Context: an optimization exercise on an open-source flow, tuned for small area, a short achievable clock period and few clock cycles per item. The choices shown serve that exercise and are no tape-out recipe.
Function was checked by simulation only, so behaviour that the tests miss may differ from the original.

[flow/design.v]
typedef logic [63:0] limb_t;
typedef limb_t [4:0] fe51_t;
typedef struct packed {
    fe51_t X;
    fe51_t Y;
    fe51_t Z;
    fe51_t T;
} point_ext_t;
module mul_schedule_rom (
    input  wire [4:0] k,
    output reg  [2:0] i_out,
    output reg  [2:0] j_out
);
    always @(*) begin
        case (k)
            5'd0:  begin i_out = 0; j_out = 0; end
            5'd1:  begin i_out = 0; j_out = 1; end
            5'd2:  begin i_out = 0; j_out = 2; end
            5'd3:  begin i_out = 0; j_out = 3; end
            5'd4:  begin i_out = 0; j_out = 4; end
            5'd5:  begin i_out = 1; j_out = 0; end
            5'd6:  begin i_out = 1; j_out = 1; end
            5'd7:  begin i_out = 1; j_out = 2; end
            5'd8:  begin i_out = 1; j_out = 3; end
            5'd9:  begin i_out = 1; j_out = 4; end
            5'd10: begin i_out = 2; j_out = 0; end
            5'd11: begin i_out = 2; j_out = 1; end
            5'd12: begin i_out = 2; j_out = 2; end
            5'd13: begin i_out = 2; j_out = 3; end
            5'd14: begin i_out = 2; j_out = 4; end
            5'd15: begin i_out = 3; j_out = 0; end
            5'd16: begin i_out = 3; j_out = 1; end
            5'd17: begin i_out = 3; j_out = 2; end
            5'd18: begin i_out = 3; j_out = 3; end
            5'd19: begin i_out = 3; j_out = 4; end
            5'd20: begin i_out = 4; j_out = 0; end
            5'd21: begin i_out = 4; j_out = 1; end
            5'd22: begin i_out = 4; j_out = 2; end
            5'd23: begin i_out = 4; j_out = 3; end
            5'd24: begin i_out = 4; j_out = 4; end
            default: begin i_out = 0; j_out = 0; end
        endcase
    end
endmodule
module fe_mul51_core (
    input  wire         clk,
    input  wire         rst_n,
    input  wire         start,
    input  wire [319:0] a,
    input  wire [319:0] b,
    output reg          ready,
    output wire [319:0] out
);
    localparam [63:0] LIMB_MASK = 64'h0007FFFFFFFFFFFF;  
    fe51_t a_l, b_l, out_l;
    assign a_l = a;
    assign b_l = b;
    assign out = out_l;
    reg [127:0] acc [0:8];
    wire [2:0] sched_i, sched_j;
    reg  [4:0] step_cnt;
    localparam S_IDLE    = 3'd0,
               S_ACCUM   = 3'd1,
               S_FOLD    = 3'd2,
               S_CARRY1  = 3'd3,
               S_CARRY2  = 3'd4,
               S_DONE    = 3'd5;
    reg [2:0] state;
    mul_schedule_rom u_sched (
        .k(step_cnt),
        .i_out(sched_i),
        .j_out(sched_j)
    );
    reg [127:0] c [0:4];
    reg [127:0] carry;
    reg         top_carry;    
    reg [255:0] fr_v;
    reg [255:0] fr_w;
    integer idx;
    always @(posedge clk or negedge rst_n) begin
        if (!rst_n) begin
            state     <= S_IDLE;
            ready     <= 1'b0;
            step_cnt  <= 5'd0;
            top_carry <= 1'b0;
            for (idx = 0; idx < 9; idx = idx + 1) acc[idx] <= 128'd0;
            for (idx = 0; idx < 5; idx = idx + 1) begin
                c[idx]     <= 128'd0;
                out_l[idx] <= 64'd0;
            end
        end else begin
            case (state)
                S_IDLE: begin
                    ready <= 1'b0;
                    if (start) begin
                        step_cnt <= 5'd0;
                        for (idx = 0; idx < 9; idx = idx + 1) acc[idx] <= 128'd0;
                        state <= S_ACCUM;
                    end
                end
                S_ACCUM: begin
                    acc[{1'b0, sched_i} + {1'b0, sched_j}] <= acc[{1'b0, sched_i} + {1'b0, sched_j}] + (a_l[sched_i] * b_l[sched_j]);
                    if (step_cnt == 5'd24) begin
                        state <= S_FOLD;
                    end else begin
                        step_cnt <= step_cnt + 1'b1;
                    end
                end
                S_FOLD: begin
                    c[0] <= acc[0] + 128'd19 * acc[5];
                    c[1] <= acc[1] + 128'd19 * acc[6];
                    c[2] <= acc[2] + 128'd19 * acc[7];
                    c[3] <= acc[3] + 128'd19 * acc[8];
                    c[4] <= acc[4];  
                    state <= S_CARRY1;
                end
                S_CARRY1: begin
                    carry = c[0] >> 51; c[0] = c[0] & {64'd0, LIMB_MASK};
                    c[1] = c[1] + carry;
                    carry = c[1] >> 51; c[1] = c[1] & {64'd0, LIMB_MASK};
                    c[2] = c[2] + carry;
                    carry = c[2] >> 51; c[2] = c[2] & {64'd0, LIMB_MASK};
                    c[3] = c[3] + carry;
                    carry = c[3] >> 51; c[3] = c[3] & {64'd0, LIMB_MASK};
                    c[4] = c[4] + carry;
                    carry = c[4] >> 51; c[4] = c[4] & {64'd0, LIMB_MASK};
                    c[0] = c[0] + carry * 128'd19;
                    state <= S_CARRY2;
                end
                S_CARRY2: begin
                    carry = c[0] >> 51;
                    out_l[0] <= c[0][63:0] & LIMB_MASK;
                    c[1] = c[1] + carry;
                    carry = c[1] >> 51;
                    out_l[1] <= c[1][63:0] & LIMB_MASK;
                    c[2] = c[2] + carry;
                    carry = c[2] >> 51;
                    out_l[2] <= c[2][63:0] & LIMB_MASK;
                    c[3] = c[3] + carry;
                    carry = c[3] >> 51;
                    out_l[3] <= c[3][63:0] & LIMB_MASK;
                    c[4] = c[4] + carry;
                    out_l[4] <= c[4][63:0] & LIMB_MASK;
                    top_carry <= c[4][51];
                    state <= S_DONE;
                end
                S_DONE: begin
                    fr_v = {1'b0, out_l[4][50:0], out_l[3][50:0], out_l[2][50:0],
                            out_l[1][50:0], out_l[0][50:0]} + (top_carry ? 256'd19 : 256'd0);
                    fr_w = fr_v + 256'd19;
                    if (fr_w[255]) fr_v = {1'b0, fr_w[254:0]};
                    for (idx = 0; idx < 5; idx = idx + 1)
                        out_l[idx] <= {13'd0, fr_v[51*idx +: 51]};
                    ready <= 1'b1;
                    state <= S_IDLE;
                end
            endcase
        end
    end
endmodule
[flow/run.sh]
#!/bin/bash
# synth_recipe.tcl (not shown) runs the flow's synth.tcl, then flattens the netlist and writes it again
# the make line also repeats each setting of config.mk as NAME=value (left out here)
make -C /OpenROAD-flow-scripts/flow DESIGN_CONFIG=/design/flow/config.mk WORK_HOME=/design/flow/orfs CLKGATE_MAP_FILE= SYNTH_SCRIPT=/design/flow/synth_recipe.tcl finish
[flow/config.mk]
export PLATFORM = sky130hd
export DESIGN_NAME = fe_mul51_core
export DESIGN_NICKNAME = fe_mul51_core
export VERILOG_FILES = /design/flow/design.v
export SDC_FILE = /design/flow/constraint.sdc
export NUM_CORES = 8
export LEC_CHECK = 0
export CAP_MARGIN = 20
export CORE_MARGIN = 2
export CORE_UTILIZATION = 40
export SLEW_MARGIN = 20
[flow/constraint.sdc]
create_clock -name core_clock -period 21.0 [get_ports {clk}]
set_input_delay 4.2000 -clock core_clock [delete_from_list [all_inputs] [get_ports {clk}]]
set_output_delay 4.2000 -clock core_clock [all_outputs]
set_load 0.01 [all_outputs]
==> flow_summary.ini <==
[setup_path]
crit_family = compound AO/OA/AOI/OAI gates
reg2reg_from = c[1][1]$_DFFE_PN0P_
rr_worst_depth = 95
crit_fanout = 5
critPathArrivalTime_ns = 21.46
end_kind = register
critPathKind = reg2reg
cpPeakStageDelay_ns = 0.57
path_depth = 95
worst-path-buf-inv = 21
cp.required_ns = 21.95
worst_path_most_repeated_cell = buf_4
startpoint = c[1][1]$_DFFE_PN0P_
worstSetupStartpointType = register
reg2reg_to = c[0][74]$_DFFE_PN0P_
cp-endpoint = c[0][74]$_DFFE_PN0P_
r2r_setup_slack_ns = 0.49
cp_slowest_cell = or4_1

[placed_design]
gp_congestion = 1.12
numPortBuffers = 898
postPlaceCellArea_um2 = 361000
hpwl_um = 1610000
pre_cts_slack_ns = -2.88

[timing]
drv_slew = 0
finalHoldViolations = 0
fin_crit_ns = 20.51
fin_crit_sh_pct = 97.7
finClkSkew_ns = 0.176
tightest_slew_ns = 1.44
maxSlewHeadroom_pct = 3.19
worst_slack_ns = 0.489
hold_ws_ns = 0.493
max_freq_ghz = 0.0488
final-setup-viol-count = 0

[floorplan]
dieArea_um2 = 813000
start_util_pct = 40.1
io_pins = 964
coreArea_um2 = 803000
die_h_um = 901
die_x_um = 901
row_count = 329

[synthesis]
yosysWarnings = 4
avgSynthCellArea_um2 = 8.58
synth-edff-count = 0
ys_types = 93
synth-seq-cells = 2057
synthArstFlopShare_pct = 100
syn-cell-area_um2 = 322000
ys_seq_area_share_pct = 16.0
synth_cells = 37547
synth_ff_type = dfrtp_1

[detailed_routing]
via_per_inst = 6.26
routedWlPerCell_um = 38.2
postRouteWirelength_um = 1920000
drc = 0
drtAntennaViolNets = 0
first_pass_iters = 14
drtIter0Drc = 38669
vias = 314846

[cells_and_area]
area_delta_synth_final_pct = 15.7
layout_commonest_cell = nand2_1
layout.nets = 47079
mostFrequentLayoutCells = 6653 x nand2_1, 5054 x fa_1, 4361 x inv_1
fillCellCount = 78519
stdcell_area_um2 = 373000
drive_above_1_share_pct = 10.4

[outcome]
status = finished clean

[global_routing]
antenna_found_initial = 343
grt_max_degree = 157
grt_pass1_wl_um = 2620000
grt_overflow_total = 0
first_global_vias = 309968
grt_usage_pct = 46.3

[cts]
cts_max_path_buffers = 4
htree_levels = 5
clock-sinks = 2057
cts_root_buf = clkbuf_16
insertion_delay_ns = 1.11
tritoncts = built
cts_hold_buf = 0
cts_made_buffers = 292
clk_pin_slew_worst_paths_ns = 0.06

[hold_path]
hp-class = reg2reg

[run]
cap_violations = 0
-- cells in the mapped netlist, types with 266 or more instances --
master	count	area, um2
fa_1	5054	101000
inv_1	4366	16400
o31ai_1	361	2710
xor2_1	610	5340
and3_1	289	1810
a22oi_1	266	2000
nor2_1	2312	8680
dfrtp_1	2057	51500
a31oi_1	304	1900
nand3_1	685	3430
a22o_1	306	2680
xnor2_1	886	7760
nor3_1	355	1780
a21oi_1	1873	9370
nand4_1	574	3590
nand2_1	6704	25200
ha_1	2207	27600
a21o_1	801	6010
clkbuf_1	2238	8400
a221oi_1	307	2690
o21ai_0	1987	9940
-- per-stage QoR --
step	cells	utilization (%)	TNS, ns
3_5_place_dp	49458	44.9	-97.07
5_1_grt	50084	46.4	-0.749
6_report	50275	46.4	0
3_3_place_gp	49453	44.9	-150.55
2_1_floorplan	37611	-	0
4_1_cts	49978	46.2	0
-- worst reg2reg max path, delay by kind of cell, from the launching register on --
family,cells,cell delay [ns]
compound gates,44,9.12
simple gates,16,3.94
buf+inv,21,3.37
fa+ha+maj,8,2.65
xor+xnor,6,0.93
flops,1,0.40
-- cell families after synthesis --
kind of cell               count (synthesis)  share of synthesized area [%]
AOI/OAI and AO/OA                       7707                           15.4
DFF                                     2057                           16.0
adders and majority gates               7261                           40.0
and+or+nand+nor                        12142                           16.4
xor gates and xnor gates                1496                           4.07
buffers and inverters                   6825                           8.04
other                                      1                        0.00116
muxes                                     58                          0.188
-- routing by layer --
| metal | track usage (%) | part of all wire (%) |
|---|---|---|
| met3 | 17.4 | 13 |
| met2 | 66.0 | 41 |
| met5 | 0.968 | 0.16 |
| met1 | 57.6 | 37 |
| met4 | 32.8 | 8.9 |
-- layout make-up --
| class | instances | area [um2] | share of cell area (%) |
|---|---|---|---|
| Antenna cell | 284 | 711 | 0.191 |
| Clock buffer | 378 | 8060 | 2.16 |
| Clock inverter | 140 | 2130 | 0.573 |
| Inverter | 4370 | 16400 | 4.41 |
| Multi-Input combinational cell | 28729 | 249000 | 66.9 |
| Sequential cell | 2057 | 51500 | 13.8 |
| Tap cell | 10592 | 13300 | 3.56 |
| Timing Repair Buffer | 3725 | 31200 | 8.38 |
-- sequential cells by signal, indices dropped and copies added (netlist names) --
name       count
acc         1152
c            640
out_l        255
ready          1
state          3
step_cnt       5
top_carry      1
-- worst min-delay path by stage --
stage                      endpoint  slack (ns)  depth (start not counted)                 start
3_5_place_dp   c[1][45]$_DFFE_PN0P_        0.48                          2  c[1][45]$_DFFE_PN0P_
5_1_grt        c[1][45]$_DFFE_PN0P_        0.52                          2  c[1][45]$_DFFE_PN0P_
6_report       c[1][45]$_DFFE_PN0P_        0.49                          2  c[1][45]$_DFFE_PN0P_
4_1_cts        c[1][45]$_DFFE_PN0P_        0.49                          2  c[1][45]$_DFFE_PN0P_
2_1_floorplan  c[1][11]$_DFFE_PN0P_        0.45                          2  c[1][11]$_DFFE_PN0P_
3_3_place_gp   c[1][45]$_DFFE_PN0P_        0.47                          2  c[1][45]$_DFFE_PN0P_
-- timing repair --
| action | 4_1_cts | 5_1_grt |
|---|---|---|
| setup buffers | 2 | 8 |
| pin swaps | 13 | 34 |
| hold endpoints to repair | 0 | 0 |
| gates resized for setup | 63 | 97 |
| setup endpoints to repair | 68 | 49 |
Testbench counts, summed over its fixed seeds: cycles 28,800, ops 960.

what the ideal ports hide:
No port has a modelled driver above. Below, the same layout with a new extraction and two added sets of constraints. Step 1, drivers: a clkbuf_16 drives clk and a buf_2 each remaining input, both assumed. Step 2 adds t to the input delays and takes it off the output delays; t is the mean of the earliest and latest rising clock arrival at the registers after step 1. Input paths then give back, and output paths get back, about the clock's delay inside the block. Three values: ideal, step 1, step 2; two values: the first two.
t, ns: 1.204
slack for setup (ns): 0.489 / 0.489 / 0.489
worst hold slack (ns): 0.493 / 0.493 / 0.493
clock arrival spread, ns: 0.176 / 0.176
cell pins on the clock port's net: 1
After both steps this run still meets setup and hold. The setup slack of this run moves by 0.000 ns with the drivers and by 0.000 ns with both steps.
